What follows belongs to an exercise in optimizing a design on an open flow for small area and a short achievable clock period; a production flow would make more cautious choices. The RTL was checked by simulation tests, not by an equivalence proof against the original design. Power figures rest on the tool's default switching activity, not on a simulated workload.

## flow/constraint.sdc

```tcl
create_clock -name core_clock -period 5.3 [get_ports {clk}]
set_input_delay 1.0600 -clock core_clock [delete_from_list [all_inputs] [get_ports {clk}]]
set_output_delay 1.0600 -clock core_clock [all_outputs]
set_load 0.01 [all_outputs]
```

## flow/flow/run.sh

```bash
#!/bin/bash
# The standard layout (the standard.sh), with plain buf_1 cells as the
# input and output port buffers instead of the ones buffer_ports picks.
export BUFFER_PORTS_ARGS="-buffer_cell sky130_fd_sc_hd__buf_1"
bash standard.sh > standard.log 2>&1
```

## flow/config.mk

```make
export PLATFORM = sky130hd
export DESIGN_NAME = fp_mul
export DESIGN_NICKNAME = fp_mul
export VERILOG_FILES = /design/flow/design.v
export SDC_FILE = /design/flow/constraint.sdc
export NUM_CORES = 4
export LEC_CHECK = 0
export CAP_MARGIN = 20
export CORE_MARGIN = 2
export CORE_UTILIZATION = 40
export CTS_BUF_LIST = sky130_fd_sc_hd__clkbuf_8
export CTS_CLUSTER_DIAMETER = 200
export CTS_CLUSTER_SIZE = 40
export SLEW_MARGIN = 20
export SYNTH_HIERARCHICAL = 1
export SYNTH_MINIMUM_KEEP_SIZE = 0
```

## flow/standard.sh

```bash
#!/bin/bash
# synth_recipe.tcl (not shown) runs the flow's synth.tcl, then flattens the netlist and writes it again
# the make line also repeats each setting of config.mk as NAME=value (left out here)
make -C /OpenROAD-flow-scripts/flow DESIGN_CONFIG=/design/flow/config.mk WORK_HOME=/design/flow/orfs CLKGATE_MAP_FILE= SYNTH_SCRIPT=/design/flow/synth_recipe.tcl "${@:-finish}"
```

## flow/design.v

```verilog
module fp1(a, one, two, neg, rx, ry);
input wire [10:0] a;
input wire [5:0] one, two;
input wire [4:0] neg;
wire [4:0] nneg = ~neg;
output wire [20:0] rx, ry;
wire pp_0_0;
wire pp_0_1;
wire pp_0_2;
wire pp_0_3;
wire pp_0_4;
wire pp_0_5;
wire pp_0_6;
wire pp_0_7;
wire pp_0_8;
wire pp_0_9;
wire pp_0_10;
wire pp_0_11;
wire pp_1_0;
wire pp_1_1;
wire pp_1_2;
wire pp_1_3;
wire pp_1_4;
wire pp_1_5;
wire pp_1_6;
wire pp_1_7;
wire pp_1_8;
wire pp_1_9;
wire pp_1_10;
wire pp_1_11;
wire pp_2_0;
wire pp_2_1;
wire pp_2_2;
wire pp_2_3;
wire pp_2_4;
wire pp_2_5;
wire pp_2_6;
wire pp_2_7;
wire pp_2_8;
wire pp_2_9;
wire pp_2_10;
wire pp_2_11;
wire pp_3_0;
wire pp_3_1;
wire pp_3_2;
wire pp_3_3;
wire pp_3_4;
wire pp_3_5;
wire pp_3_6;
wire pp_3_7;
wire pp_3_8;
wire pp_3_9;
wire pp_3_10;
wire pp_3_11;
wire pp_4_0;
wire pp_4_1;
wire pp_4_2;
wire pp_4_3;
wire pp_4_4;
wire pp_4_5;
wire pp_4_6;
wire pp_4_7;
wire pp_4_8;
wire pp_4_9;
wire pp_4_10;
wire pp_4_11;
wire pp_5_0;
wire pp_5_1;
wire pp_5_2;
wire pp_5_3;
wire pp_5_4;
wire pp_5_5;
wire pp_5_6;
wire pp_5_7;
wire pp_5_8;
wire pp_5_9;
wire pp_5_10;
wire hs0;
wire hc0;
wire hs1;
wire hc1;
wire hs2;
wire hc2;
wire fs0;
wire fc0;
wire hs3;
wire hc3;
wire fs1;
wire fc1;
wire hs4;
wire hc4;
wire fs2;
wire fc2;
wire fs3;
wire fc3;
wire hs5;
wire hc5;
wire fs4;
wire fc4;
wire fs5;
wire fc5;
wire hs6;
wire hc6;
wire fs6;
wire fc6;
wire fs7;
wire fc7;
wire fs8;
wire fc8;
wire hs7;
wire hc7;
wire fs9;
wire fc9;
wire fs10;
wire fc10;
wire fs11;
wire fc11;
wire fs12;
wire fc12;
wire fs13;
wire fc13;
wire fs14;
wire fc14;
wire fs15;
wire fc15;
wire fs16;
wire fc16;
wire fs17;
wire fc17;
wire fs18;
wire fc18;
wire fs19;
wire fc19;
wire fs20;
wire fc20;
wire fs21;
wire fc21;
wire fs22;
wire fc22;
wire fs23;
wire fc23;
wire fs24;
wire fc24;
wire fs25;
wire fc25;
wire fs26;
wire fc26;
wire fs27;
wire fc27;
wire fs28;
wire fc28;
wire fs29;
wire fc29;
wire fs30;
wire fc30;
wire fs31;
wire fc31;
wire pp_2_11_n;
wire fs32;
wire fc32;
wire fs33;
wire fc33;
wire fs34;
wire fc34;
wire fs35;
wire fc35;
wire fs36;
wire fc36;
wire fs37;
wire fc37;
wire pp_3_11_n;
wire fs38;
wire fc38;
wire fs39;
wire fc39;
wire fs40;
wire fc40;
wire fs41;
wire fc41;
wire pp_4_11_n;
wire fs42;
wire fc42;
wire fs43;
wire fc43;
assign pp_0_0 = (one[0] & a[0]) ^ neg[0];
assign pp_0_1 = ((one[0] & a[1]) | (two[0] & a[0])) ^ neg[0];
assign pp_0_2 = ((one[0] & a[2]) | (two[0] & a[1])) ^ neg[0];
assign pp_0_3 = ((one[0] & a[3]) | (two[0] & a[2])) ^ neg[0];
assign pp_0_4 = ((one[0] & a[4]) | (two[0] & a[3])) ^ neg[0];
assign pp_0_5 = ((one[0] & a[5]) | (two[0] & a[4])) ^ neg[0];
assign pp_0_6 = ((one[0] & a[6]) | (two[0] & a[5])) ^ neg[0];
assign pp_0_7 = ((one[0] & a[7]) | (two[0] & a[6])) ^ neg[0];
assign pp_0_8 = ((one[0] & a[8]) | (two[0] & a[7])) ^ neg[0];
assign pp_0_9 = ((one[0] & a[9]) | (two[0] & a[8])) ^ neg[0];
assign pp_0_10 = ((one[0] & a[10]) | (two[0] & a[9])) ^ neg[0];
assign pp_0_11 = (two[0] & a[10]) ^ neg[0];
assign pp_1_0 = (one[1] & a[0]) ^ neg[1];
assign pp_1_1 = ((one[1] & a[1]) | (two[1] & a[0])) ^ neg[1];
assign pp_1_2 = ((one[1] & a[2]) | (two[1] & a[1])) ^ neg[1];
assign pp_1_3 = ((one[1] & a[3]) | (two[1] & a[2])) ^ neg[1];
assign pp_1_4 = ((one[1] & a[4]) | (two[1] & a[3])) ^ neg[1];
assign pp_1_5 = ((one[1] & a[5]) | (two[1] & a[4])) ^ neg[1];
assign pp_1_6 = ((one[1] & a[6]) | (two[1] & a[5])) ^ neg[1];
assign pp_1_7 = ((one[1] & a[7]) | (two[1] & a[6])) ^ neg[1];
assign pp_1_8 = ((one[1] & a[8]) | (two[1] & a[7])) ^ neg[1];
assign pp_1_9 = ((one[1] & a[9]) | (two[1] & a[8])) ^ neg[1];
assign pp_1_10 = ((one[1] & a[10]) | (two[1] & a[9])) ^ neg[1];
assign pp_1_11 = (two[1] & a[10]) ^ neg[1];
assign pp_2_0 = (one[2] & a[0]) ^ neg[2];
assign pp_2_1 = ((one[2] & a[1]) | (two[2] & a[0])) ^ neg[2];
assign pp_2_2 = ((one[2] & a[2]) | (two[2] & a[1])) ^ neg[2];
assign pp_2_3 = ((one[2] & a[3]) | (two[2] & a[2])) ^ neg[2];
assign pp_2_4 = ((one[2] & a[4]) | (two[2] & a[3])) ^ neg[2];
assign pp_2_5 = ((one[2] & a[5]) | (two[2] & a[4])) ^ neg[2];
assign pp_2_6 = ((one[2] & a[6]) | (two[2] & a[5])) ^ neg[2];
assign pp_2_7 = ((one[2] & a[7]) | (two[2] & a[6])) ^ neg[2];
assign pp_2_8 = ((one[2] & a[8]) | (two[2] & a[7])) ^ neg[2];
assign pp_2_9 = ((one[2] & a[9]) | (two[2] & a[8])) ^ neg[2];
assign pp_2_10 = ((one[2] & a[10]) | (two[2] & a[9])) ^ neg[2];
assign pp_2_11 = (two[2] & a[10]) ^ neg[2];
assign pp_3_0 = (one[3] & a[0]) ^ neg[3];
assign pp_3_1 = ((one[3] & a[1]) | (two[3] & a[0])) ^ neg[3];
assign pp_3_2 = ((one[3] & a[2]) | (two[3] & a[1])) ^ neg[3];
assign pp_3_3 = ((one[3] & a[3]) | (two[3] & a[2])) ^ neg[3];
assign pp_3_4 = ((one[3] & a[4]) | (two[3] & a[3])) ^ neg[3];
assign pp_3_5 = ((one[3] & a[5]) | (two[3] & a[4])) ^ neg[3];
assign pp_3_6 = ((one[3] & a[6]) | (two[3] & a[5])) ^ neg[3];
assign pp_3_7 = ((one[3] & a[7]) | (two[3] & a[6])) ^ neg[3];
assign pp_3_8 = ((one[3] & a[8]) | (two[3] & a[7])) ^ neg[3];
assign pp_3_9 = ((one[3] & a[9]) | (two[3] & a[8])) ^ neg[3];
assign pp_3_10 = ((one[3] & a[10]) | (two[3] & a[9])) ^ neg[3];
assign pp_3_11 = (two[3] & a[10]) ^ neg[3];
assign pp_4_0 = (one[4] & a[0]) ^ neg[4];
assign pp_4_1 = ((one[4] & a[1]) | (two[4] & a[0])) ^ neg[4];
assign pp_4_2 = ((one[4] & a[2]) | (two[4] & a[1])) ^ neg[4];
assign pp_4_3 = ((one[4] & a[3]) | (two[4] & a[2])) ^ neg[4];
assign pp_4_4 = ((one[4] & a[4]) | (two[4] & a[3])) ^ neg[4];
assign pp_4_5 = ((one[4] & a[5]) | (two[4] & a[4])) ^ neg[4];
assign pp_4_6 = ((one[4] & a[6]) | (two[4] & a[5])) ^ neg[4];
assign pp_4_7 = ((one[4] & a[7]) | (two[4] & a[6])) ^ neg[4];
assign pp_4_8 = ((one[4] & a[8]) | (two[4] & a[7])) ^ neg[4];
assign pp_4_9 = ((one[4] & a[9]) | (two[4] & a[8])) ^ neg[4];
assign pp_4_10 = ((one[4] & a[10]) | (two[4] & a[9])) ^ neg[4];
assign pp_4_11 = (two[4] & a[10]) ^ neg[4];
assign pp_5_0 = (one[5] & a[0]);
assign pp_5_1 = ((one[5] & a[1]) | (two[5] & a[0]));
assign pp_5_2 = ((one[5] & a[2]) | (two[5] & a[1]));
assign pp_5_3 = ((one[5] & a[3]) | (two[5] & a[2]));
assign pp_5_4 = ((one[5] & a[4]) | (two[5] & a[3]));
assign pp_5_5 = ((one[5] & a[5]) | (two[5] & a[4]));
assign pp_5_6 = ((one[5] & a[6]) | (two[5] & a[5]));
assign pp_5_7 = ((one[5] & a[7]) | (two[5] & a[6]));
assign pp_5_8 = ((one[5] & a[8]) | (two[5] & a[7]));
assign pp_5_9 = ((one[5] & a[9]) | (two[5] & a[8]));
assign pp_5_10 = ((one[5] & a[10]) | (two[5] & a[9]));
ha_c u_h0(.a(neg[1]), .b(pp_0_2), .s(hs0), .co(hc0));
ha_c u_h1(.a(pp_0_3), .b(pp_1_1), .s(hs1), .co(hc1));
ha_c u_h2(.a(neg[2]), .b(pp_0_4), .s(hs2), .co(hc2));
fa_c u_f0(.a(pp_1_2), .b(pp_2_0), .c(hc1), .s(fs0), .co(fc0));
ha_c u_h3(.a(pp_0_5), .b(pp_1_3), .s(hs3), .co(hc3));
fa_c u_f1(.a(pp_2_1), .b(hc2), .c(hs3), .s(fs1), .co(fc1));
ha_c u_h4(.a(neg[3]), .b(pp_0_6), .s(hs4), .co(hc4));
fa_c u_f2(.a(pp_1_4), .b(pp_2_2), .c(pp_3_0), .s(fs2), .co(fc2));
fa_c u_f3(.a(hc3), .b(hs4), .c(fs2), .s(fs3), .co(fc3));
ha_c u_h5(.a(pp_0_7), .b(pp_1_5), .s(hs5), .co(hc5));
fa_c u_f4(.a(pp_2_3), .b(pp_3_1), .c(hc4), .s(fs4), .co(fc4));
fa_c u_f5(.a(hs5), .b(fc2), .c(fs4), .s(fs5), .co(fc5));
ha_c u_h6(.a(neg[4]), .b(pp_0_8), .s(hs6), .co(hc6));
fa_c u_f6(.a(pp_1_6), .b(pp_2_4), .c(pp_3_2), .s(fs6), .co(fc6));
fa_c u_f7(.a(pp_4_0), .b(hc5), .c(hs6), .s(fs7), .co(fc7));
fa_c u_f8(.a(fs6), .b(fc4), .c(fs7), .s(fs8), .co(fc8));
ha_c u_h7(.a(pp_0_9), .b(pp_1_7), .s(hs7), .co(hc7));
fa_c u_f9(.a(pp_2_5), .b(pp_3_3), .c(pp_4_1), .s(fs9), .co(fc9));
fa_c u_f10(.a(hc6), .b(hs7), .c(fc6), .s(fs10), .co(fc10));
fa_c u_f11(.a(fs9), .b(fc7), .c(fs10), .s(fs11), .co(fc11));
fa_c u_f12(.a(pp_0_10), .b(pp_1_8), .c(pp_2_6), .s(fs12), .co(fc12));
fa_c u_f13(.a(pp_3_4), .b(pp_4_2), .c(pp_5_0), .s(fs13), .co(fc13));
fa_c u_f14(.a(hc7), .b(fc9), .c(fs12), .s(fs14), .co(fc14));
fa_c u_f15(.a(fs13), .b(fc10), .c(fs14), .s(fs15), .co(fc15));
fa_c u_f16(.a(pp_0_11), .b(pp_1_9), .c(pp_2_7), .s(fs16), .co(fc16));
fa_c u_f17(.a(pp_3_5), .b(pp_4_3), .c(pp_5_1), .s(fs17), .co(fc17));
fa_c u_f18(.a(fc12), .b(fc13), .c(fs16), .s(fs18), .co(fc18));
fa_c u_f19(.a(fs17), .b(fc14), .c(fs18), .s(fs19), .co(fc19));
fa_c u_f20(.a(neg[0]), .b(pp_1_10), .c(pp_2_8), .s(fs20), .co(fc20));
fa_c u_f21(.a(pp_3_6), .b(pp_4_4), .c(pp_5_2), .s(fs21), .co(fc21));
fa_c u_f22(.a(fc16), .b(fc17), .c(fs20), .s(fs22), .co(fc22));
fa_c u_f23(.a(fs21), .b(fc18), .c(fs22), .s(fs23), .co(fc23));
fa_c u_f24(.a(neg[0]), .b(pp_1_11), .c(pp_2_9), .s(fs24), .co(fc24));
fa_c u_f25(.a(pp_3_7), .b(pp_4_5), .c(pp_5_3), .s(fs25), .co(fc25));
fa_c u_f26(.a(fc20), .b(fc21), .c(fs24), .s(fs26), .co(fc26));
fa_c u_f27(.a(fs25), .b(fc22), .c(fs26), .s(fs27), .co(fc27));
fa_c u_f28(.a(nneg[1]), .b(nneg[0]), .c(pp_2_10), .s(fs28), .co(fc28));
fa_c u_f29(.a(pp_3_8), .b(pp_4_6), .c(pp_5_4), .s(fs29), .co(fc29));
fa_c u_f30(.a(fc24), .b(fs28), .c(fc25), .s(fs30), .co(fc30));
fa_c u_f31(.a(fs29), .b(fc26), .c(fs30), .s(fs31), .co(fc31));
assign pp_2_11_n = ~pp_2_11;
fa_c u_f32(.a(pp_3_9), .b(pp_4_7), .c(pp_5_5), .s(fs32), .co(fc32));
fa_c u_f33(.a(pp_2_11_n), .b(fc28), .c(fc29), .s(fs33), .co(fc33));
fa_c u_f34(.a(fs32), .b(fc30), .c(fs33), .s(fs34), .co(fc34));
fa_c u_f35(.a(nneg[2]), .b(pp_3_10), .c(pp_4_8), .s(fs35), .co(fc35));
fa_c u_f36(.a(pp_5_6), .b(pp_2_11), .c(fc32), .s(fs36), .co(fc36));
fa_c u_f37(.a(fs35), .b(fc33), .c(fs36), .s(fs37), .co(fc37));
assign pp_3_11_n = ~pp_3_11;
fa_c u_f38(.a(pp_4_9), .b(pp_5_7), .c(pp_3_11_n), .s(fs38), .co(fc38));
fa_c u_f39(.a(fc35), .b(fs38), .c(fc36), .s(fs39), .co(fc39));
fa_c u_f40(.a(nneg[3]), .b(pp_4_10), .c(pp_5_8), .s(fs40), .co(fc40));
fa_c u_f41(.a(pp_3_11), .b(fc38), .c(fs40), .s(fs41), .co(fc41));
assign pp_4_11_n = ~pp_4_11;
fa_c u_f42(.a(pp_5_9), .b(pp_4_11_n), .c(fc40), .s(fs42), .co(fc42));
fa_c u_f43(.a(nneg[4]), .b(pp_5_10), .c(pp_4_11), .s(fs43), .co(fc43));
assign rx = {fs43, fs42, fs41, fs39, fc34, fc31, fc27, fc23, fc19, fc15, fc11, fc8, fc5, fc3, fc1, fc0, hs2, hc0, pp_1_0, pp_0_1, neg[0]};
assign ry = {fc42, fc41, fc39, fc37, fs37, fs34, fs31, fs27, fs23, fs19, fs15, fs11, fs8, fs5, fs3, fs1, fs0, hs1, hs0, 1'b0, pp_0_0};
endmodule
module fa_c(a, b, c, s, co);
input wire a, b, c;
output wire s, co;
assign s = a ^ b ^ c;
assign co = (a & b) | (c & (a ^ b));
endmodule
module ha_c(a, b, s, co);
input wire a, b;
output wire s, co;
assign s = a ^ b;
assign co = a & b;
endmodule
module ha1_c(a, b, s, co);
input wire a, b;
output wire s, co;
assign s = ~(a ^ b);
assign co = a | b;
endmodule
module fp2(s, e, sign, fp_result, under, over);
input wire [20:9] s;
input wire [4:0] e;
input wire sign;
output wire [15:0] fp_result;
output wire under, over;
wire [4:0] e_inc = e + 5'd1;
wire u0 = e > 5'd24;
wire u1 = (e > 5'd23) && (e != 5'd31);    
wire [4:0] te = s[20] ? e : e_inc;
wire [10:0] ts = s[20] ? s[19:9] : s[20:10];
assign fp_result = {sign, te[3:0], ts};
assign under = s[20] ? u0 : u1;
assign over = te[4];
endmodule
module fp_mul(clk, op1, op2, result, under, over);
input wire clk;
input wire [15:0] op1, op2;
output wire [15:0] result;
output wire under, over;
wire [13:0] bx = {2'b00, op2[10:0], 1'b0};
wire [5:0] one_d, two_d;
wire [4:0] neg_d;
genvar i;
generate for (i = 0; i < 6; i = i + 1) begin : g_booth
	assign one_d[i] = bx[2*i+1] ^ bx[2*i];
	assign two_d[i] = (bx[2*i+2] & ~bx[2*i+1] & ~bx[2*i]) | (~bx[2*i+2] & bx[2*i+1] & bx[2*i]);
	if (i < 5) begin : g_neg
		assign neg_d[i] = bx[2*i+2];
	end
end endgenerate
reg [10:0] sa;
reg [5:0] bone, btwo;
reg [4:0] bneg;
reg [4:0] e1;
reg sg1;
always @(posedge clk)
begin
	sa <= op1[10:0];
	bone <= one_d;
	btwo <= two_d;
	bneg <= neg_d;
	e1 <= {1'b0, op1[14:11]} + {1'b0, op2[14:11]} - 5'd7;
	sg1 <= op1[15] ^ op2[15];
end
wire [20:0] rx, ry;
fp1 stage1(.a(sa), .one(bone), .two(btwo), .neg(bneg), .rx(rx), .ry(ry));
wire [20:0] px = rx, py = ry;
wire [15:0] lo = {1'b0, px[14:0]} + {1'b0, py[14:0]};
reg [5:0] hx, hy;
reg hc;
reg [5:0] lo2;
reg [4:0] e2;
reg sg2;
always @(posedge clk)
begin
	hx <= px[20:15];
	hy <= py[20:15];
	hc <= lo[15];
	lo2 <= lo[14:9];
	e2 <= e1;
	sg2 <= sg1;
end
wire [5:0] hi = hx + hy + hc;
wire [20:9] s = {hi, lo2};
fp2 stage2(.s(s), .e(e2), .sign(sg2), .fp_result(result), .under(under), .over(over));
endmodule
```

==> results of run 1 <==
-- layer usage --
layer  vias to the layer above  part of all wire  global-route usage
met5                         -                 0                   0
met4                         0            0.0032              0.0432
met3                         2             0.064              0.0321
met2                       106              0.45               0.230
met1                      1586              0.48               0.195
li1                       1621                 -                   -
-- worst max-delay path, cell delays in order, from the launching register on --
cell and delay [ps]:
sky130_fd_sc_hd__dfxtp_1 930, sky130_fd_sc_hd__xnor2_1 230, sky130_fd_sc_hd__fa_1 490, sky130_fd_sc_hd__fa_1 560, sky130_fd_sc_hd__fa_1 430, sky130_fd_sc_hd__ha_1 380, sky130_fd_sc_hd__a21o_1 220, sky130_fd_sc_hd__a21o_1 170
sky130_fd_sc_hd__a221o_1 330
-- modules after synthesis, one instance, submodules excluded --
module  flops+latches  cells inside  area, um2
ha_c                0             1       12.5
fa_c                0             1       20.0
fp1                 0           215       1710
fp_mul             59           202       2250
fp2                 0            33        330
-- power by group through the flow --
stage | logic (uW) | clock network (uW) | registers [uW]
2_1_floorplan | 2030 | 0 | 612
3_3_place_gp | 2110 | 0 | 666
3_5_place_dp | 2150 | 0 | 669
4_1_cts | 2160 | 429 | 659
5_1_grt | 2440 | 445 | 673
6_report | 2140 | 408 | 658
-- metrics by stage --
step / hold slack [ps] / total power (uW) / setup slack, ps / instances / cell area [um2]
finish: 327 / 3210 / 1440 / 663 / 5250
global route: 334 / 3560 / 1110 / 663 / 5250
CTS: 329 / 3250 / 1370 / 663 / 5250
detailed placement: 312 / 2820 / 1460 / 647 / 5050
global placement: 310 / 2780 / 1510 / 647 / 5050
floorplan: 310 / 2640 / 1860 / 502 / 5280
-- worst min-delay path by stage --
stage	from	to	cells after the start	slack, ps
3_3_place_gp	e1[1]	e2[1]	0	310
2_1_floorplan	e1[0]	e2[0]	0	310
5_1_grt	e1[2]	e2[2]	0	330
4_1_cts	e1[1]	e2[1]	0	330
3_5_place_dp	e1[1]	e2[1]	0	310
6_report	e1[4]	e2[4]	0	330
-- sequential cells by signal (all words and copies together), names as in the netlist --
signal  flops
sa         11
bone        6
btwo        6
hx          6
hy          6
lo2         6
bneg        5
e1          5
e2          5
hc          1
sg1         1
sg2         1
-- kinds of logic (layout without fill, tap and decap cells) --
family / count (synthesis) / count (layout) / share of synthesized area
other: 1 / 1 / 0.000711
multiplexers: 13 / 13 / 0.0311
AO/OA/AOI/OAI: 102 / 102 / 0.150
XOR/XNOR: 81 / 81 / 0.134
adder cells (fa/ha/maj): 84 / 84 / 0.266
buffers and inverters: 102 / 91 / 0.139
AND/OR/NAND/NOR: 60 / 60 / 0.0553
flip-flops: 59 / 59 / 0.224
-- cell usage in the layout (no fill, tap or decap), types with 4 or more instances in the layout --
cell	netlist	final
sky130_fd_sc_hd__xor2_1	13	13
sky130_fd_sc_hd__fa_1	47	47
sky130_fd_sc_hd__dfxtp_1	59	59
sky130_fd_sc_hd__inv_1	24	24
sky130_fd_sc_hd__a22oi_1	45	45
sky130_fd_sc_hd__nor2_1	11	11
sky130_fd_sc_hd__nand4_1	4	4
sky130_fd_sc_hd__nand3b_1	4	4
sky130_fd_sc_hd__a22oi_2	5	5
sky130_fd_sc_hd__mux2_2	7	7
sky130_fd_sc_hd__a21oi_1	12	12
sky130_fd_sc_hd__clkbuf_8	0	9
sky130_fd_sc_hd__a22o_1	8	8
sky130_fd_sc_hd__buf_1	0	50
sky130_fd_sc_hd__o21ai_0	11	11
sky130_fd_sc_hd__mux2_4	5	5
sky130_fd_sc_hd__nand2_1	23	23
sky130_fd_sc_hd__nand2b_1	5	5
sky130_fd_sc_hd__ha_1	37	37
sky130_fd_sc_hd__xnor2_1	68	68
-- cell type report --
type / count / area share
Tap cell: 172 / 0.0410
Clock inverter: 7 / 0.0150
Inverter: 24 / 0.0172
Clock buffer: 9 / 0.0236
Timing Repair Buffer: 51 / 0.0372
Multi-Input combinational cell: 341 / 0.641
Sequential cell: 59 / 0.225
==> notes.md, run 1 <==
status=no timing/DRC/antenna violations; die outline width=119 um; FF-to-FF setup slack=1440 ps; Achievable Freq=0.259 GHz; io pins=51; CTS-repair resized insts=0; portion of total power attributed to sequential cells=0.205; quantity of I/O buffers inserted on ports=50; Cell Area, Synth=5280 um2; share of post-route cells with drive strength above 1=0.0876; RSZ-0062 raised after global routing=no; switching power=1430 uW; largest voltage drop on the vdd net=0.303 mV; share of total power in the clock network=0.127; routed length per instance=approximately 15 um; antenna diode instance count=0; TritonCTS Buffers=9; Worst-Margin Slew=just over 900 ps; largest fanout on the critical path=17; share of flip-flops with an asynchronous set or reset=0; Register-to-Register Path Depth=8; switching power share of the total=0.444; cell taking the most area after synthesis=sky130_fd_sc_hd__dfxtp_1; cells after synthesis=502; Std-Cell Rows=41; power density cells=611 nW/um2; final-layout fill cell count=1,292; Data required, critical path=approximately 5500 ps; global-route wire length before repair=16,400 um; cell internal power dissipation=1780 uW; # hold bufs at CTS=0; EDFF count, synth=0; H-tree depth=3; maximum count of clock buffers along a single path=2; via count of the first global-routing pass=3,405; endpoint of the lowest-slack register-to-register path=hc; via count=around 3.3k; portion of the post-synthesis area used by sequential elements=0.224; area added between synthesis and finish=-0.451%; worst relative slew slack=0.380; number of sinks handled by clock tree synthesis=59; clock slew seen by the registers of the worst setup and hold paths=70 ps; leakage=0.00212 uW; detailed router's first-iteration violation count=roughly 180; register bit count reported by yosys=59; final-report max-slew violation count=0; die area=14,100 um2; Starting Density=0.415; antenna violations before repair=0; placer's final routability congestion estimate=0.864; combined area of the multi-input logic cells=3370 um2; # setup viols final=0; number of warnings issued by yosys=7; die span in y=119 um; critical path data arrival time=~4100 ps; type of the setup path with the least slack=reg -> reg; predominant post-synthesis flop cell=sky130_fd_sc_hd__dfxtp_1; most repeated cell in the gate-level netlist after synthesis=sky130_fd_sc_hd__xnor2_1; Sequential Area=1180 um2; Total Neg Setup Slack=0 ps; final period utilization=0.729; setup fix buffers added after clock tree synthesis=0; critical path launch point=bneg[0]; final clock skew=5.63 ps; overflow left after global routing=0; top area cells in the synthesized netlist=sky130_fd_sc_hd__dfxtp_1 22%, sky130_fd_sc_hd__fa_1 18%, sky130_fd_sc_hd__xnor2_1 11%; type of element capturing the critical path=register; Avg Cell Area, Syn=10.5 um2; startpoint class of the critical path=register; Crit Reg-Reg Startpoint=bneg[0]; hold violation total from the final report=0; number of distinct standard cells referenced by the synthesized netlist=48; Mapped Nets=619; 1st-pass router iterations=4; Clock Latency Late Sink=340 ps; worst hold path type=reg -> reg; share of the synthesized area in the top cell type=0.224; Final Net Count=603; synth cell count leaders=68 x sky130_fd_sc_hd__xnor2_1, 59 x sky130_fd_sc_hd__dfxtp_1, 47 x sky130_fd_sc_hd__buf_4, 47 x sky130_fd_sc_hd__fa_1, 45 x sky130_fd_sc_hd__a22oi_1; CP endpoint=hc; Total Wirelength=between 9000 and 10,000 um; share of total power in combinational logic=0.668; number of max-cap violations=0; hpwl dp=7490 um; overall global routing resource usage=0.144; shortest period the worst path allows=between 3000 and 4000 ps; pin count of the biggest net entering global routing=19; core area=12,700 um2; final core area utilization=0.413; Post-DRT Antenna Nets=0; DRC=0; CTS tree=built; per-cell via count in the routed design=5.00; Root Driver=sky130_fd_sc_hd__clkbuf_8
==> run 2: changes to the inputs <==
--- a/flow/config.mk
+++ b/flow/config.mk
@@ -8,9 +8,7 @@
 export CAP_MARGIN = 20
 export CORE_MARGIN = 2
 export CORE_UTILIZATION = 40
-export CTS_BUF_LIST = sky130_fd_sc_hd__clkbuf_8
-export CTS_CLUSTER_DIAMETER = 200
-export CTS_CLUSTER_SIZE = 40
+export CTS_BUF_LIST = sky130_fd_sc_hd__clkbuf_4 sky130_fd_sc_hd__clkbuf_8
 export SLEW_MARGIN = 20
 export SYNTH_HIERARCHICAL = 1
 export SYNTH_MINIMUM_KEEP_SIZE = 0
==> run 2 against run 1 <==
  * Via count stayed put
  * Still clean on timing, DRC and antenna
  * Sequential power hardly changed
  * Maximum frequency stayed put
  * Largest cell class unchanged
  * Non-clock buffer count stayed put
==> notes.md, run 2 <==
setup fix buffers added after clock tree synthesis=0 (unchanged); clock slew seen by the registers of the worst setup and hold paths=70 ps (about the same); per-cell via count in the routed design=5.00 (unchanged); cells after synthesis=502 (unchanged); type of element capturing the critical path=register; final total power=3210 uW (unchanged); core area=12,700 um2 (unchanged); most repeated cell in the gate-level netlist after synthesis=sky130_fd_sc_hd__xnor2_1; switching power share of the total=0.444 (unchanged); fraction of synthesized area in multiplexers=0.0311 (unchanged); most frequent standard cell in the layout excluding fill and tap cells=sky130_fd_sc_hd__xnor2_1; predominant post-synthesis flop cell=sky130_fd_sc_hd__dfxtp_1; CTS-repair resized insts=0 (unchanged); area added between synthesis and finish=-0.451% (unchanged); share of total power in combinational logic=0.668 (about the same); CTS tree=built; shortest period the worst path allows=3860 ps (unchanged); cell area after layout=5250 um2 (unchanged); io pins=51 (unchanged); final-report max-slew violation count=0 (unchanged); worst hold path type=reg -> reg; number of max-cap violations=0 (unchanged); share of post-route cells with drive strength above 1=0.0876 (unchanged); Final Net Count=603 (unchanged); number of distinct standard cells referenced by the synthesized netlist=48 (unchanged); die outline width=119 um (unchanged); synth cell count leaders=68 x sky130_fd_sc_hd__xnor2_1, 59 x sky130_fd_sc_hd__dfxtp_1, 47 x sky130_fd_sc_hd__buf_4, 47 x sky130_fd_sc_hd__fa_1, 45 x sky130_fd_sc_hd__a22oi_1; Largest register FFs=11 (unchanged); top area cells in the synthesized netlist=sky130_fd_sc_hd__dfxtp_1 22%, sky130_fd_sc_hd__fa_1 18%, sky130_fd_sc_hd__xnor2_1 11%; Post-DRT Antenna Nets=0 (unchanged); synthesized-area fraction occupied by and/or/nand/nor cells=0.0553 (unchanged); number of sinks handled by clock tree synthesis=59 (unchanged); xor and xnor area share after synthesis=0.134 (unchanged); worst relative slew slack=0.380 (unchanged); area share of fa/ha/maj cells after synthesis=0.266 (unchanged); TritonCTS Buffers=9 (unchanged); cell taking the most area after synthesis=sky130_fd_sc_hd__dfxtp_1; leakage=0.00212 uW (unchanged); 1st-pass router iterations=4 (unchanged); hpwl dp=7490 um (unchanged); Synth Area in Compound Gates=0.150 (unchanged); # hold bufs at CTS=0 (unchanged); die area=14,100 um2 (unchanged); Starting Density=0.415 (unchanged); status=no timing/DRC/antenna violations; cell area reported after detailed placement=5050 um2 (unchanged); startpoint class of the critical path=register; maximum count of clock buffers along a single path=2 (unchanged); Clock Latency Late Sink=340 ps (about the same); power density cells=611 nW/um2 (unchanged); overflow left after global routing=0 (unchanged); RSZ-0062 raised after global routing=no; number of warnings issued by yosys=7 (unchanged); detailed router's first-iteration violation count=183 (unchanged); register bit count reported by yosys=59 (unchanged); Mapped Nets=619 (unchanged); Data required, critical path=5520 ps (about the same); commonest cells after routing, fill and taps aside=68 x sky130_fd_sc_hd__xnor2_1, 59 x sky130_fd_sc_hd__dfxtp_1, 50 x sky130_fd_sc_hd__buf_1; Post-Route Hold Slack=327 ps (unchanged); hold violation total from the final report=0 (unchanged); antenna diode instance count=0 (unchanged); combinational family with the most area after synthesis=adder cells; via count of the first global-routing pass=3,405 (unchanged); H-tree depth=3 (unchanged); cell internal power dissipation=1780 uW (unchanged); type of the setup path with the least slack=reg -> reg; quantity of I/O buffers inserted on ports=50 (unchanged); overall global routing resource usage=0.144 (unchanged); share of the synthesized area in the top cell type=0.224 (unchanged); Total Neg Setup Slack=0 ps (unchanged); DRC=0 (unchanged); share of total power in the clock network=0.127 (about the same); Total Wirelength=9660 um (unchanged); antenna violations before repair=0 (unchanged); share of flip-flops with an asynchronous set or reset=0 (unchanged); Avg Cell Area, Syn=10.5 um2 (unchanged); routed length per instance=14.6 um (unchanged); final period utilization=0.729 (unchanged); # setup viols final=0 (unchanged); critical path data arrival time=4090 ps (about the same); largest fanout on the critical path=17 (unchanged); die span in y=119 um (unchanged); switching power=1430 uW (unchanged); Cell Area, Synth=5280 um2 (unchanged); portion of total power attributed to sequential cells=0.205 (about the same); Root Driver=sky130_fd_sc_hd__clkbuf_8; register name with the most flops=sa; Worst-Margin Slew=928 ps (unchanged); portion of the post-synthesis area used by sequential elements=0.224 (unchanged); via count=3,315 (unchanged); Std-Cell Rows=41 (unchanged); global-route wire length before repair=16,400 um (unchanged); pin count of the biggest net entering global routing=19 (unchanged); placer's final routability congestion estimate=0.864 (unchanged); final clock skew=5.63 ps (unchanged); largest voltage drop on the vdd net=0.303 mV (unchanged); Achievable Freq=0.259 GHz (unchanged); EDFF count, synth=0 (unchanged)
==> run 2: cell counts in the layout (fill, tap and decap cells not counted) <==
Identical to the previous run, type by type.
==> run 2: cells by family (layout without fill, tap and decap cells) <==
logic type,count (synthesis),in the layout
and+or+nand+nor,60,60
AOI/OAI and AO/OA,102,102
DFF,59,59
buffers and inverters,102,91
xor gates and xnor gates,81,81
adders and majority gates,84,84
muxes,13,13
other,1,1
==> run 2: cell type report <==
cell class	instances	area, um2
fill	1292	7470
multi-input combinational	341	3370
sequential	59	1180
tap	172	215
timing repair buffer	51	195
clock buffer	9	124
inverter	24	90.1
clock inverter	7	78.8
==> run 2: per-module statistics from Yosys, one instance, submodules excluded <==
module / times used / cells
fp_mul: 1 / 202
fp1: 1 / 215
fp2: 1 / 33
fa_c: 44 / 1
ha_c: 8 / 1
==> run 2: worst paths after layout <==
path                start    end  slack, ps  cells after the start
setup / recovery  bneg[0]     hc       1440                      8
hold reg to reg     e1[4]  e2[4]        330                      0
hold / removal      e1[4]  e2[4]        330                      0
setup reg to reg  bneg[0]     hc       1440                      8
==> run 2: stage by stage <==
step           setup slack, ps  instances  utilization
3_5_place_dp              1460        647        0.397
6_report                  1440        663        0.413
5_1_grt                   1110        663        0.413
2_1_floorplan             1860        502            -
3_3_place_gp              1510        647        0.397
4_1_cts                   1370        663        0.413
==> run 2: metal layers <==
| metal | wire length, um | global-route usage | part of all wire | vias up |
|---|---|---|---|---|
| li1 | - | - | - | 1621 |
| met1 | 4630 | 0.195 | 0.48 | 1586 |
| met2 | 4380 | 0.230 | 0.45 | 106 |
| met3 | 620 | 0.0321 | 0.064 | 2 |
| met4 | 31 | 0.0432 | 0.0032 | 0 |
| met5 | 0 | 0 | 0 | - |
==> run 2: power by group through the flow <==
stage	clock network [uW]	logic, uW	registers (uW)
floorplan	0	2030	612
global placement	0	2110	666
detailed placement	0	2150	669
CTS	429	2160	659
global route	445	2440	673
finish	408	2140	658
==> run 2: critical path, cell delays in order, from the launching register on <==
cell and delay [ps]:
sky130_fd_sc_hd__dfxtp_1 930, sky130_fd_sc_hd__xnor2_1 230, sky130_fd_sc_hd__fa_1 490, sky130_fd_sc_hd__fa_1 560
sky130_fd_sc_hd__fa_1 430, sky130_fd_sc_hd__ha_1 380, sky130_fd_sc_hd__a21o_1 220, sky130_fd_sc_hd__a21o_1 170
sky130_fd_sc_hd__a221o_1 330
==> run 3: changes to the inputs <==
==> flow/flow/run.sh (replaced) <==
#!/bin/bash
# The standard layout (the standard.sh) with two changes: plain buf_1
# cells as the input and output port buffers instead of the ones
# buffer_ports picks, and clock tree synthesis without dummy load cells.
export BUFFER_PORTS_ARGS="-buffer_cell sky130_fd_sc_hd__buf_1"
export CTS_ARGS="-sink_clustering_enable -repair_clock_nets -buf_list sky130_fd_sc_hd__clkbuf_8 -dont_use_dummy_load"
bash standard.sh > standard.log 2>&1
--- a/flow/config.mk
+++ b/flow/config.mk
@@ -8,7 +8,6 @@
 export CAP_MARGIN = 20
 export CORE_MARGIN = 2
 export CORE_UTILIZATION = 40
-export CTS_BUF_LIST = sky130_fd_sc_hd__clkbuf_4 sky130_fd_sc_hd__clkbuf_8
 export SLEW_MARGIN = 20
 export SYNTH_HIERARCHICAL = 1
 export SYNTH_MINIMUM_KEEP_SIZE = 0
==> run 3 against run 2 <==
  * Area after synthesis unchanged
  * Via count shrank 0.90%
  * Critical path type unchanged
  * Critical endpoint unchanged
  * Die area is the same
  * Synthesized cell count unchanged
  * Final cell count is 1.1% lower
  * Critical path depth grew 1
  * Clock-buffer cell count unchanged
  * Total power shrank 3.5%
  * Non-clock buffer count unchanged
==> notes.md, run 3 <==
leakage=0.00209 uW (-1.3%); register name with the most flops=sa; share of post-route cells with drive strength above 1=0.0744 (-0.0132); die span in y=119 um (unchanged); type of the setup path with the least slack=reg -> reg; most prevalent standard cell on the critical path=sky130_fd_sc_hd__fa_1; Largest register FFs=11 (unchanged); final period utilization=0.726 (-0.00307); most repeated cell in the gate-level netlist after synthesis=sky130_fd_sc_hd__xnor2_1; number of warnings issued by yosys=7 (unchanged); Final Net Count=603 (unchanged); H-tree depth=3 (unchanged); Clock Latency Late Sink=340 ps (about the same); EDFF count, synth=0 (unchanged); setup fix buffers added after clock tree synthesis=0 (unchanged); routed length per instance=14.5 um (-0.11%); # hold bufs at CTS=0 (unchanged); Total Neg Setup Slack=0 ps (unchanged); number of distinct standard cells referenced by the synthesized netlist=48 (unchanged); area added between synthesis and finish=-1.94%; per-cell via count in the routed design=5.01 (+0.15%); commonest cells after routing, fill and taps aside=68 x sky130_fd_sc_hd__xnor2_1, 59 x sky130_fd_sc_hd__dfxtp_1, 50 x sky130_fd_sc_hd__buf_1; DRC=0 (unchanged); portion of the post-synthesis area used by sequential elements=0.224 (unchanged); hold violation total from the final report=0 (unchanged); 1st-pass router iterations=4 (unchanged); top area cells in the synthesized netlist=sky130_fd_sc_hd__dfxtp_1 22%, sky130_fd_sc_hd__fa_1 18%, sky130_fd_sc_hd__xnor2_1 11%; clock slew seen by the registers of the worst setup and hold paths=50 ps (-20 ps); Worst-Margin Slew=909 ps (-19.0 ps); TritonCTS Buffers=9 (unchanged); cell family with most CP delay=adder cells; Achievable Freq=0.260 GHz (+0.42%); number of sinks handled by clock tree synthesis=59 (unchanged); overall global routing resource usage=0.143 (-0.000816); cells after synthesis=502 (unchanged); hpwl dp=7490 um (unchanged); cell chain of the critical path=xnor2_1, fa_1, fa_1, fa_1, ha_1, a21oi_1, o21ai_0, o21bai_2, a221o_1; largest fanout on the critical path=17 (unchanged); Root Driver=sky130_fd_sc_hd__clkbuf_8; antenna violations before repair=0 (unchanged); critical path data arrival time=4050 ps (-40 ps); maximum single-stage delay on the critical path=910 ps (-20 ps); placer's final routability congestion estimate=0.864 (unchanged); Mapped Nets=619 (unchanged); count of buffer and inverter cells on the critical path=0 (unchanged); Std-Cell Rows=41 (unchanged); cell taking the most area after synthesis=sky130_fd_sc_hd__dfxtp_1; die outline width=119 um (unchanged); Avg Cell Area, Syn=10.5 um2 (unchanged); Register-to-Register Path Depth=9 (+1); most frequent standard cell in the layout excluding fill and tap cells=sky130_fd_sc_hd__xnor2_1; instance count along the most critical hold path=0 (unchanged); final clock skew=20.2 ps (+14.6 ps); startpoint class of the critical path=register; Post-DRT Antenna Nets=0 (unchanged); depth of the critical timing path with buffers and inverters included=9 (+1); status=no timing/DRC/antenna violations; CTS tree=built; share of flip-flops with an asynchronous set or reset=0 (unchanged); number of max-cap violations=0 (unchanged); die area=14,100 um2 (unchanged); worst relative slew slack=0.393 (+0.0127); final-report max-slew violation count=0 (unchanged); CTS-repair resized insts=0 (unchanged); predominant post-synthesis flop cell=sky130_fd_sc_hd__dfxtp_1; synth cell count leaders=68 x sky130_fd_sc_hd__xnor2_1, 59 x sky130_fd_sc_hd__dfxtp_1, 47 x sky130_fd_sc_hd__buf_4, 47 x sky130_fd_sc_hd__fa_1, 45 x sky130_fd_sc_hd__a22oi_1; maximum count of clock buffers along a single path=2 (unchanged); detailed router's first-iteration violation count=159 (-13%); type of element capturing the critical path=register; quantity of I/O buffers inserted on ports=50 (unchanged); Cell Area, Synth=5280 um2 (unchanged); global-route wire length before repair=16,300 um (-0.63%); Total Wirelength=9540 um (-1.2%); antenna diode instance count=0 (unchanged); register bit count reported by yosys=59 (unchanged); pin count of the biggest net entering global routing=19 (unchanged); Data required, critical path=5510 ps (about the same); largest voltage drop on the vdd net=0.299 mV (-1.5%); via count=3,285 (-0.90%); via count of the first global-routing pass=3,385 (-0.59%); share of the synthesized area in the top cell type=0.224 (unchanged); shortest period the worst path allows=3850 ps (-16.3 ps); power density cells=599 nW/um2 (-2.0%); Critical-path top delay cell=sky130_fd_sc_hd__dfxtp_1; io pins=51 (unchanged); worst hold path type=reg -> reg; RSZ-0062 raised after global routing=no; final total power=3100 uW (-3.5%); core area=12,700 um2 (unchanged); Starting Density=0.415 (unchanged); overflow left after global routing=0 (unchanged); # setup viols final=0 (unchanged)
## run 3: changes by cell type in the layout (fill, tap and decap cells not counted), sizes merged
cell      delta
clkinvlp     -3
bufinv       -1
clkinv       -3
## run 3: cell type report
type / instances / area (um2)
clock buffers: 9 / 124
fillers: 1300 / 7550
inverters: 24 / 90.1
multi-input cells: 341 / 3370
flip-flops and latches: 59 / 1180
well taps: 172 / 215
repair buffers: 51 / 195
## run 3: stage by stage
| stage | hold WS [ps] | setup WS [ps] | area, um2 | utilization | std cells |
|---|---|---|---|---|---|
| 6_report | 323 | 1450 | 5170 | 0.407 | 656 |
| 5_1_grt | 330 | 1140 | 5170 | 0.407 | 656 |
| 4_1_cts | 325 | 1420 | 5170 | 0.407 | 656 |
| 3_5_place_dp | 312 | 1460 | 5050 | 0.397 | 647 |
| 3_3_place_gp | 310 | 1510 | 5050 | 0.397 | 647 |
| 2_1_floorplan | 310 | 1860 | 5280 | - | 502 |
## run 3: Yosys stat by module, one instance, submodules excluded
module / flops+latches / cell area, um2 / times used / cells
ha_c: 0 / 12.5 / 8 / 1
fp_mul: 59 / 2250 / 1 / 202
fp1: 0 / 1710 / 1 / 215
fp2: 0 / 330 / 1 / 33
fa_c: 0 / 20.0 / 44 / 1
## run 3: final timing paths
kind | start | to | slack [ps]
worst max-delay path | bneg[0] | hc | 1450
worst min-delay path | e1[4] | e2[4] | 320
worst max register to register | bneg[0] | hc | 1450
worst min register to register | e1[4] | e2[4] | 320
## run 3: power by group
| part | internal, uW | switching [uW] | leakage (uW) |
|---|---|---|---|
| clock network | 150 | 146 | 0.0000647 |
| registers | 567 | 92.6 | 0.000497 |
| logic | 997 | 1140 | 0.00153 |
## run 3: per-layer routing
| layer | wire length [um] | up-vias | GRT usage |
|---|---|---|---|
| met4 | 83 | 0 | 0.0432 |
| met3 | 593 | 8 | 0.0321 |
| li1 | - | 1612 | - |
| met5 | 0 | - | 0 |
| met2 | 4250 | 102 | 0.227 |
| met1 | 4620 | 1563 | 0.195 |
## run 3: cell families (layout without fill, tap and decap cells)
group,count (synthesis),after routing,synth area share
AO/OA/AOI/OAI,102,102,0.150
XOR/XNOR,81,81,0.134
adder cells (fa/ha/maj),84,84,0.266
buffers and inverters,102,84,0.139
flip-flops,59,59,0.224
multiplexers,13,13,0.0311
other,1,1,0.000711
AND/OR/NAND/NOR,60,60,0.0553
==> run 4: changes to the inputs <==
--- a/flow/config.mk
+++ b/flow/config.mk
@@ -5,6 +5,7 @@
 export SDC_FILE = /design/flow/constraint.sdc
 export NUM_CORES = 4
 export LEC_CHECK = 0
+export ABC_CLOCK_PERIOD_IN_PS = 3000
 export CAP_MARGIN = 20
 export CORE_MARGIN = 2
 export CORE_UTILIZATION = 40
==> run 4 against run 3 <==
  * Maximum frequency is the same
  * Worst setup slack unchanged
  * Via count unchanged
  * Critical path depth stayed put
  * Wire length did not move
  * Final cell count unchanged
  * Critical endpoint unchanged
  * Final area did not move
  * Flip-flop and latch count stayed put
  * Combinational power about the same
  * Highest routed layer unchanged
  * Sequential share of layout area unchanged
==> notes.md, run 4 <==
number of max-cap violations=0 (unchanged); per-cell via count in the routed design=5.01 (unchanged); share of post-route cells with drive strength above 1=0.0744 (unchanged); # hold bufs at CTS=0 (unchanged); Post-Route Hold Slack=323 ps (unchanged); setup fix buffers added after clock tree synthesis=0 (unchanged); detailed router's first-iteration violation count=159 (unchanged); wire length the detailed router placed on met1=4620 um (unchanged); commonest cells after routing, fill and taps aside=68 x sky130_fd_sc_hd__xnor2_1, 59 x sky130_fd_sc_hd__dfxtp_1, 50 x sky130_fd_sc_hd__buf_1; placer's final routability congestion estimate=0.864 (unchanged); portion of total power attributed to sequential cells=0.213 (about the same); share of the synthesized area in the top cell type=0.224 (unchanged); most repeated cell in the gate-level netlist after synthesis=sky130_fd_sc_hd__xnor2_1; pin count of the biggest net entering global routing=19 (unchanged); via count=3,285 (unchanged); startpoint class of the critical path=register; cell chain of the critical path=xnor2_1, fa_1, fa_1, fa_1, ha_1, a21oi_1, o21ai_0, o21bai_2, a221o_1; core area=12,700 um2 (unchanged); H-tree depth=3 (unchanged); maximum count of clock buffers along a single path=2 (unchanged); Final Net Count=603 (unchanged); cells after synthesis=502 (unchanged); die area=14,100 um2 (unchanged); number of warnings issued by yosys=7 (unchanged); Total Neg Setup Slack=0 ps (unchanged); via count of the first global-routing pass=3,385 (unchanged); fraction of synthesized area in multiplexers=0.0311 (unchanged); register name with the most flops=sa; largest fanout on the critical path=17 (unchanged); EDFF count, synth=0 (unchanged); topmost layer with routed signal wires=met4; count of buffer and inverter cells on the critical path=0 (unchanged); die outline width=119 um (unchanged); critical path data arrival time=4050 ps (about the same); area share of fa/ha/maj cells after synthesis=0.266 (unchanged); Starting Density=0.415 (unchanged); leakage=0.00209 uW (unchanged); Std-Cell Rows=41 (unchanged); cell family with most CP delay=adder cells; Critical-path top delay cell=sky130_fd_sc_hd__dfxtp_1; DRC=0 (unchanged); status=no timing/DRC/antenna violations; synth cell count leaders=68 x sky130_fd_sc_hd__xnor2_1, 59 x sky130_fd_sc_hd__dfxtp_1, 47 x sky130_fd_sc_hd__buf_4, 47 x sky130_fd_sc_hd__fa_1, 45 x sky130_fd_sc_hd__a22oi_1; number of sinks handled by clock tree synthesis=59 (unchanged); io pins=51 (unchanged); final period utilization=0.726 (unchanged); Clock Latency Late Sink=340 ps (about the same); worst-case setup margin in the final layout=1450 ps (unchanged); TritonCTS Buffers=9 (unchanged); overflow left after global routing=0 (unchanged); power density cells=599 nW/um2 (unchanged); Post-DRT Antenna Nets=0 (unchanged); Largest register FFs=11 (unchanged); cell taking the most area after synthesis=sky130_fd_sc_hd__dfxtp_1; Cell Area, Synth=5280 um2 (unchanged); final-report max-slew violation count=0 (unchanged); routed length per instance=14.5 um (unchanged); cell internal power dissipation=1710 uW (unchanged); top area cells in the synthesized netlist=sky130_fd_sc_hd__dfxtp_1 22%, sky130_fd_sc_hd__fa_1 18%, sky130_fd_sc_hd__xnor2_1 11%; type of the setup path with the least slack=reg -> reg; Total Wirelength=9540 um (unchanged); combinational family with the most area after synthesis=adder cells; final clock skew=20.2 ps (unchanged); Root Driver=sky130_fd_sc_hd__clkbuf_8; overall global routing resource usage=0.143 (unchanged); share of total power in the clock network=0.096 (about the same); met3 WL=593 um (unchanged); portion of the post-synthesis area used by sequential elements=0.224 (unchanged); switching power share of the total=0.447 (unchanged); Worst Setup Slack post-DPL=1460 ps (unchanged); quantity of I/O buffers inserted on ports=50 (unchanged); antenna violations before repair=0 (unchanged); Avg Cell Area, Syn=10.5 um2 (unchanged); Mapped Nets=619 (unchanged); share of flip-flops with an asynchronous set or reset=0 (unchanged); # setup viols final=0 (unchanged); number of distinct standard cells referenced by the synthesized netlist=48 (unchanged); Achievable Freq=0.260 GHz (unchanged); Synth Area in Compound Gates=0.150 (unchanged); antenna diode instance count=0 (unchanged); shortest period the worst path allows=3850 ps (unchanged); hpwl dp=7490 um (unchanged); CTS tree=built; CTS-repair resized insts=0 (unchanged); global-route wire length before repair=16,300 um (unchanged); worst hold path type=reg -> reg; area added between synthesis and finish=-1.94% (unchanged); synthesized-area fraction occupied by and/or/nand/nor cells=0.0553 (unchanged); register bit count reported by yosys=59 (unchanged); 1st-pass router iterations=4 (unchanged); predominant post-synthesis flop cell=sky130_fd_sc_hd__dfxtp_1; type of element capturing the critical path=register; met2 wire length=4250 um (unchanged); hold violation total from the final report=0 (unchanged); most prevalent standard cell on the critical path=sky130_fd_sc_hd__fa_1; maximum single-stage delay on the critical path=910 ps (about the same); RSZ-0062 raised after global routing=no; clock slew seen by the registers of the worst setup and hold paths=50 ps (about the same); most frequent standard cell in the layout excluding fill and tap cells=sky130_fd_sc_hd__xnor2_1; Data required, critical path=5510 ps (about the same); worst relative slew slack=0.393 (unchanged); xor and xnor area share after synthesis=0.134 (unchanged); switching power=1380 uW (unchanged); share of total power in combinational logic=0.691 (about the same); Worst-Margin Slew=909 ps (unchanged); largest voltage drop on the vdd net=0.299 mV (unchanged); die span in y=119 um (unchanged)
-- run 4: metal layers --
metal | GRT usage | up-vias
met3 | 0.0321 | 8
met1 | 0.195 | 1563
met2 | 0.227 | 102
li1 | - | 1612
met4 | 0.0432 | 0
met5 | 0 | -
-- run 4: cells by family (layout without fill, tap and decap cells) --
logic type | count (synthesis) | count (layout)
AOI/OAI and AO/OA | 102 | 102
xor gates and xnor gates | 81 | 81
adders and majority gates | 84 | 84
buffers and inverters | 102 | 84
DFF | 59 | 59
muxes | 13 | 13
other | 1 | 1
and+or+nand+nor | 60 | 60
-- run 4: modules after synthesis, one instance, submodules excluded --
module	cells inside	copies in the design	flops+latches	cell area, um2
fa_c	1	44	0	20.0
fp1	215	1	0	1710
fp2	33	1	0	330
fp_mul	202	1	59	2250
ha_c	1	8	0	12.5
-- run 4: power by group through the flow --
stage | Clock (uW) | Sequential, uW | Combinational, uW
floorplan | 0 | 612 | 2030
global placement | 0 | 666 | 2110
detailed placement | 0 | 669 | 2150
CTS | 315 | 660 | 2160
global route | 332 | 674 | 2440
finish | 296 | 659 | 2140
-- run 4: worst paths after layout --
kind | end | slack, ps | depth (start not counted) | from
hold / removal | e2[4] | 320 | 0 | e1[4]
setup reg to reg | hc | 1450 | 9 | bneg[0]
hold reg to reg | e2[4] | 320 | 0 | e1[4]
setup / recovery | hc | 1450 | 9 | bneg[0]
-- run 4: worst reg2reg max path, delay by kind of cell (launching register included) --
kind | cells | cell delay (ps)
AOI/OAI and AO/OA | 4 | 790
adders and majority gates | 4 | 1800
xor gates and xnor gates | 1 | 220
DFF | 1 | 910
-- run 4: cell type report --
type,instances,area (um2)
well taps,172,215
inverters,24,90.1
multi-input cells,341,3370
repair buffers,51,195
fillers,1300,7550
clock buffers,9,124
flip-flops and latches,59,1180
-- run 4: stage by stage --
stage	instances	util	power (uW)	cell area (um2)
6_report	656	0.407	3100	5170
4_1_cts	656	0.407	3130	5170
5_1_grt	656	0.407	3440	5170
2_1_floorplan	502	-	2640	5280
3_5_place_dp	647	0.397	2820	5050
3_3_place_gp	647	0.397	2780	5050
==> run 5: changes to the inputs <==
--- a/flow/config.mk
+++ b/flow/config.mk
@@ -5,7 +5,7 @@
 export SDC_FILE = /design/flow/constraint.sdc
 export NUM_CORES = 4
 export LEC_CHECK = 0
-export ABC_CLOCK_PERIOD_IN_PS = 3000
+export ABC_CLOCK_PERIOD_IN_PS = 1500
 export CAP_MARGIN = 20
 export CORE_MARGIN = 2
 export CORE_UTILIZATION = 40
==> run 5 against run 4 <==
  * Hold slack is the same
  * Wire length unchanged
  * Non-clock buffer count did not move
  * Die area unchanged
  * Clock power hardly changed
  * Highest routed layer unchanged
  * Final area is the same
  * Register-to-register slack about the same
  * Maximum frequency unchanged
==> notes.md, run 5 <==
Std-Cell Rows=41 (unchanged); most frequent standard cell in the layout excluding fill and tap cells=sky130_fd_sc_hd__xnor2_1; register name with the most flops=sa; Achievable Freq=0.260 GHz (unchanged); top area cells in the synthesized netlist=sky130_fd_sc_hd__dfxtp_1 22%, sky130_fd_sc_hd__fa_1 18%, sky130_fd_sc_hd__xnor2_1 11%; Avg Cell Area, Syn=10.5 um2 (unchanged); per-cell via count in the routed design=5.01 (unchanged); global-route wire length before repair=16,300 um (unchanged); EDFF count, synth=0 (unchanged); critical path data arrival time=4050 ps (about the same); most prevalent standard cell on the critical path=sky130_fd_sc_hd__fa_1; largest voltage drop on the vdd net=0.299 mV (unchanged); Crit Reg-Reg Startpoint=bneg[0]; status=no timing/DRC/antenna violations; Post-DRT Antenna Nets=0 (unchanged); DRC=0 (unchanged); clock slew seen by the registers of the worst setup and hold paths=50 ps (about the same); quantity of I/O buffers inserted on ports=50 (unchanged); Starting Density=0.415 (unchanged); count of buffer and inverter cells on the critical path=0 (unchanged); Final Instance Count excl. Fillers=656 (unchanged); cell chain of the critical path=xnor2_1, fa_1, fa_1, fa_1, ha_1, a21oi_1, o21ai_0, o21bai_2, a221o_1; Clock Latency Late Sink=340 ps (about the same); cell area reported after detailed placement=5050 um2 (unchanged); io pins=51 (unchanged); Worst-Margin Slew=909 ps (unchanged); number of max-cap violations=0 (unchanged); die outline width=119 um (unchanged); pin count of the biggest net entering global routing=19 (unchanged); worst hold path startpoint=e1[4]; via count of the first global-routing pass=3,385 (unchanged); Worst Setup Slack post-DPL=1460 ps (unchanged); RSZ-0062 raised after global routing=no; H-tree depth=3 (unchanged); CTS tree=built; cell area after layout=5170 um2 (unchanged); routed length per instance=14.5 um (unchanged); 1st-pass router iterations=4 (unchanged); maximum single-stage delay on the critical path=910 ps (about the same); # setup viols final=0 (unchanged); Total Wirelength=9540 um (unchanged); startpoint class of the critical path=register; cell taking the most area after synthesis=sky130_fd_sc_hd__dfxtp_1; share of flip-flops with an asynchronous set or reset=0 (unchanged); core area=12,700 um2 (unchanged); largest fanout on the critical path=17 (unchanged); hpwl dp=7490 um (unchanged); register bit count reported by yosys=59 (unchanged); endpoint of the lowest-slack register-to-register path=hc; placer's final routability congestion estimate=0.864 (unchanged); detailed router's first-iteration violation count=159 (unchanged); Root Driver=sky130_fd_sc_hd__clkbuf_8; worst-case setup margin in the final layout=1450 ps (unchanged); power density cells=599 nW/um2 (unchanged); via count=3,285 (unchanged); portion of the post-synthesis area used by sequential elements=0.224 (unchanged); Register-to-Register Path Depth=9 (unchanged); shortest period the worst path allows=3850 ps (unchanged); Cell Area, Synth=5280 um2 (unchanged); setup fix buffers added after clock tree synthesis=0 (unchanged); Largest register FFs=11 (unchanged); Mapped Nets=619 (unchanged); Data required, critical path=5510 ps (about the same); hold violation total from the final report=0 (unchanged); final period utilization=0.726 (unchanged); # hold bufs at CTS=0 (unchanged); cells after synthesis=502 (unchanged); most repeated cell in the gate-level netlist after synthesis=sky130_fd_sc_hd__xnor2_1; type of the setup path with the least slack=reg -> reg; number of placed cells counting well taps=647 (unchanged); overflow left after global routing=0 (unchanged); die area=14,100 um2 (unchanged); Critical-path top delay cell=sky130_fd_sc_hd__dfxtp_1; overall global routing resource usage=0.143 (unchanged); TritonCTS Buffers=9 (unchanged); instance count along the most critical hold path=0 (unchanged); Total Neg Setup Slack=0 ps (unchanged); area added between synthesis and finish=-1.94% (unchanged); final clock skew=20.2 ps (unchanged); commonest cells after routing, fill and taps aside=68 x sky130_fd_sc_hd__xnor2_1, 59 x sky130_fd_sc_hd__dfxtp_1, 50 x sky130_fd_sc_hd__buf_1; maximum count of clock buffers along a single path=2 (unchanged); worst hold path type=reg -> reg; synth cell count leaders=68 x sky130_fd_sc_hd__xnor2_1, 59 x sky130_fd_sc_hd__dfxtp_1, 47 x sky130_fd_sc_hd__buf_4, 47 x sky130_fd_sc_hd__fa_1, 45 x sky130_fd_sc_hd__a22oi_1; antenna violations before repair=0 (unchanged); leakage=0.00209 uW (unchanged); CTS-repair resized insts=0 (unchanged); antenna diode instance count=0 (unchanged); critical path launch point=bneg[0]; number of distinct standard cells referenced by the synthesized netlist=48 (unchanged); share of the synthesized area in the top cell type=0.224 (unchanged); share of post-route cells with drive strength above 1=0.0744 (unchanged); predominant post-synthesis flop cell=sky130_fd_sc_hd__dfxtp_1; cell family with most CP delay=adder cells; final-report max-slew violation count=0 (unchanged); type of element capturing the critical path=register; die span in y=119 um (unchanged); worst relative slew slack=0.393 (unchanged); number of sinks handled by clock tree synthesis=59 (unchanged); Final Net Count=603 (unchanged); number of warnings issued by yosys=7 (unchanged); worst min-delay path endpoint=e2[4]; FF-to-FF setup slack=1450 ps (about the same)
-- run 5: final cells by class --
class                      count  area, um2
timing repair buffer          51        195
inverter                      24       90.1
sequential                    59       1180
multi-input combinational    341       3370
clock buffer                   9        124
fill                        1300       7550
tap                          172        215
-- run 5: per-module statistics from Yosys (local to each module, per instance) --
module | cells | copies in the design | area, um2 | flip-flops and latches
fp1 | 215 | 1 | 1710 | 0
ha_c | 1 | 8 | 12.5 | 0
fa_c | 1 | 44 | 20.0 | 0
fp2 | 33 | 1 | 330 | 0
fp_mul | 202 | 1 | 2250 | 59
-- run 5: cells by family after synthesis --
kind of cell | synth area share
compound gates | 0.150
xor+xnor | 0.134
fa+ha+maj | 0.266
buf+inv | 0.139
flops | 0.224
mux | 0.0311
other cells | 0.000711
simple gates | 0.0553
-- run 5: routing by layer --
metal | wire length (um) | up-vias | track usage
li1 | - | 1612 | -
met1 | 4620 | 1563 | 0.195
met2 | 4250 | 102 | 0.227
met3 | 593 | 8 | 0.0321
met4 | 83 | 0 | 0.0432
met5 | 0 | - | 0
-- run 5: through the flow --
step	hold slack, ps	power, uW	utilization
floorplan	310	2640	-
global placement	310	2780	0.397
detailed placement	312	2820	0.397
CTS	325	3130	0.407
global route	330	3440	0.407
finish	323	3100	0.407
-- run 5: worst register-to-register path, delay by kind of cell (launching register included) --
family	cells	cell delay, ps
DFF	1	910
AOI/OAI and AO/OA	4	790
xor gates and xnor gates	1	220
adders and majority gates	4	1800
-- run 5: worst max-delay path by stage --
stage                           end  cells after the start  slack, ps
final                            hc                      9       1450
after global routing      result[4]                     10       1140
after CTS                 result[5]                     10       1420
after detailed placement         hc                      9       1460
after global placement           hc                      9       1510
after floorplan                  hc                     12       1860
-- run 5: power breakdown --
group          total, uW  internal, uW  switching (uW)
combinational       2140           997            1140
sequential           659           567            92.6
clock                296           150             146
total               3100          1710            1380
==> run 6: changes to the inputs <==
--- a/flow/config.mk
+++ b/flow/config.mk
@@ -5,10 +5,10 @@
 export SDC_FILE = /design/flow/constraint.sdc
 export NUM_CORES = 4
 export LEC_CHECK = 0
-export ABC_CLOCK_PERIOD_IN_PS = 1500
 export CAP_MARGIN = 20
 export CORE_MARGIN = 2
 export CORE_UTILIZATION = 40
+export SETUP_SLACK_MARGIN = 1.9
 export SLEW_MARGIN = 20
 export SYNTH_HIERARCHICAL = 1
 export SYNTH_MINIMUM_KEEP_SIZE = 0
==> run 6 against run 5 <==
  * Flip-flop and latch count stayed put
  * Register-to-register slack better by 420 ps
  * Clock skew is 3.5 ps higher
  * Clock-buffer cell count stayed put
  * Area after synthesis stayed put
  * Largest cell class unchanged
  * Still clean
  * Combinational power is 41% higher
  * Critical path depth is 2 higher
  * Global-route usage is 1.4 points higher
  * Largest power group unchanged
  * Highest routed layer unchanged
==> notes.md, run 6 <==
status=no timing/DRC/antenna violations; commonest cells after routing, fill and taps aside=59 x sky130_fd_sc_hd__xnor2_1, 41 x sky130_fd_sc_hd__fa_1, 37 x sky130_fd_sc_hd__buf_1; Post-DRT Antenna Nets=0 (unchanged); DRC=0 (unchanged); overall global routing resource usage=0.157 (+0.0135); number of distinct standard cells referenced by the synthesized netlist=48 (unchanged); worst hold path type=reg -> reg; Clock Latency Late Sink=350 ps (about the same); Root Driver=sky130_fd_sc_hd__clkbuf_8; Data required, critical path=4240 ps (-1270 ps); largest fanout on the critical path=9 (-8); Sequential Area=1280 um2 (+8.4%); # setup viols final=0 (unchanged); Total Neg Setup Slack=0 ps (unchanged); Final Net Count=636 (+5.5%); combined area of the multi-input logic cells=3680 um2 (+9.2%); startpoint class of the critical path=register; final clock skew=23.8 ps (+3.53 ps); final core area utilization=0.468 (+0.0615); final period utilization=0.682 (-0.0433); cells after synthesis=502 (unchanged); routed length per instance=16.4 um (+13%); number of sinks handled by clock tree synthesis=59 (unchanged); maximum count of clock buffers along a single path=2 (unchanged); die area=14,100 um2 (unchanged); Total Wirelength=11,300 um (+18%); register name with the most flops=sa; number of max-cap violations=0 (unchanged); share of post-route cells with drive strength above 1=0.308 (+0.233); via count of the first global-routing pass=3,629 (+7.2%); number of warnings issued by yosys=7 (unchanged); share of the synthesized area in the top cell type=0.224 (unchanged); Cell Area, Synth=5280 um2 (unchanged); leakage=0.00243 uW (+16%); quantity of I/O buffers inserted on ports=50 (unchanged); largest voltage drop on the vdd net=0.294 mV (-1.6%); area added between synthesis and finish=12.9%; RSZ-0062 raised after global routing=yes; type of element capturing the critical path=output port; power density cells=670 nW/um2 (+12%); Largest register FFs=11 (unchanged); Post-Route Hold Slack=326 ps (+2.26 ps); global-route wire length before repair=17,700 um (+8.4%); most frequent standard cell in the layout excluding fill and tap cells=sky130_fd_sc_hd__xnor2_1; shortest period the worst path allows=3620 ps (-230 ps); share of flip-flops with an asynchronous set or reset=0 (unchanged); Avg Cell Area, Syn=10.5 um2 (unchanged); antenna violations before repair=0 (unchanged); pin count of the biggest net entering global routing=18 (-1); cell taking the most area after synthesis=sky130_fd_sc_hd__dfxtp_1; portion of the post-synthesis area used by sequential elements=0.224 (unchanged); register bit count reported by yosys=59 (unchanged); predominant post-synthesis flop cell=sky130_fd_sc_hd__dfxtp_1; most repeated cell in the gate-level netlist after synthesis=sky130_fd_sc_hd__xnor2_1; die span in y=119 um (unchanged); CTS tree=built; hpwl dp=7770 um (+3.7%); die outline width=119 um (unchanged); placer's final routability congestion estimate=0.885 (+2.5%); Achievable Freq=0.276 GHz (+6.4%); critical path data arrival time=2560 ps (-1490 ps); TritonCTS Buffers=9 (unchanged); overflow left after global routing=0 (unchanged); antenna diode instance count=0 (unchanged); Starting Density=0.415 (unchanged); Std-Cell Rows=41 (unchanged); core area=12,700 um2 (unchanged); EDFF count, synth=0 (unchanged); H-tree depth=3 (unchanged); type of the setup path with the least slack=reg -> out; final-report max-slew violation count=0 (unchanged)
==> run 6: cell counts after synthesis <==
No cell type changed its count.
==> run 6: worst paths after layout <==
path	from	end	slack, ps	depth (start not counted)
setup reg to reg	sa[6]	lo2[5]	1870	12
setup / recovery	hc	result[1]	1680	11
hold reg to reg	e1[2]	e2[2]	330	0
hold / removal	e1[2]	e2[2]	330	0
==> run 6: cell type report <==
cell class / instances / share of cell area
sequential: 59 / 0.215
inverter: 24 / 0.0151
multi-input combinational: 341 / 0.618
timing repair buffer: 84 / 0.0954
tap: 172 / 0.0361
clock buffer: 9 / 0.0208
==> run 6: worst max-delay path, stage by stage (launching register included) <==
cell and delay [ps]:
sky130_fd_sc_hd__dfxtp_2 320, sky130_fd_sc_hd__inv_2 30, sky130_fd_sc_hd__fa_2 390, sky130_fd_sc_hd__nor2b_2 140, sky130_fd_sc_hd__o21ai_2 80, sky130_fd_sc_hd__a21boi_2 220
sky130_fd_sc_hd__nor4_2 70, sky130_fd_sc_hd__nor3b_2 230, sky130_fd_sc_hd__buf_6 180, sky130_fd_sc_hd__buf_12 140, sky130_fd_sc_hd__mux2_4 290, sky130_fd_sc_hd__buf_1 140
==> run 6: kinds of logic after synthesis <==
logic type,Yosys count,share of synthesized area
AOI/OAI and AO/OA,102,0.150
buffers and inverters,102,0.139
adders and majority gates,84,0.266
xor gates and xnor gates,81,0.134
and+or+nand+nor,60,0.0553
DFF,59,0.224
muxes,13,0.0311
other,1,0.000711
==> run 6: through the flow <==
step           instances  total power, uW  worst slack (ps)  area [um2]
2_1_floorplan        502             2700              1930        5310
3_3_place_gp         647             2860              1530        5090
3_5_place_dp         647             2910              1450        5090
4_1_cts              672             3770              1700        5580
5_1_grt              689             4320              1540        5950
6_report             689             3990              1680        5950
==> run 6: modules after synthesis, one instance, submodules excluded <==
| module | times used | area [um2] | flip-flops and latches |
|---|---|---|---|
| fa_c | 44 | 20.0 | 0 |
| fp1 | 1 | 1710 | 0 |
| fp2 | 1 | 330 | 0 |
| fp_mul | 1 | 2250 | 59 |
| ha_c | 8 | 12.5 | 0 |
==> run 6: report_power, final <==
part | internal (uW) | switching, uW | total (uW)
clock network | 150 | 151 | 301
registers | 567 | 101 | 667
logic | 1650 | 1380 | 3020
==> run 6: repair_timing <==
action,4_1_cts,5_1_grt
endpoints found under the setup margin,24,24
gates resized for setup,90,59
pin swaps,4,23
gates cloned,2,0
setup buffers,14,17
==> run 6: routing by layer <==
metal	wire length, um	global-route usage	share of wire	vias to the layer above
met5	0	0	0	-
met4	246	0.0595	0.022	0
met3	873	0.0436	0.077	29
met2	5400	0.254	0.48	153
met1	4760	0.199	0.42	1740
li1	-	-	-	1688

Check on run 6: ideal ports give 1.683 ns setup slack; a clkbuf_16 on the clock port and buf_2 on the inputs give 1.649 ns; moving port delays by the midpoint clock arrival (0.376 ns) as well gives 1.869 ns.
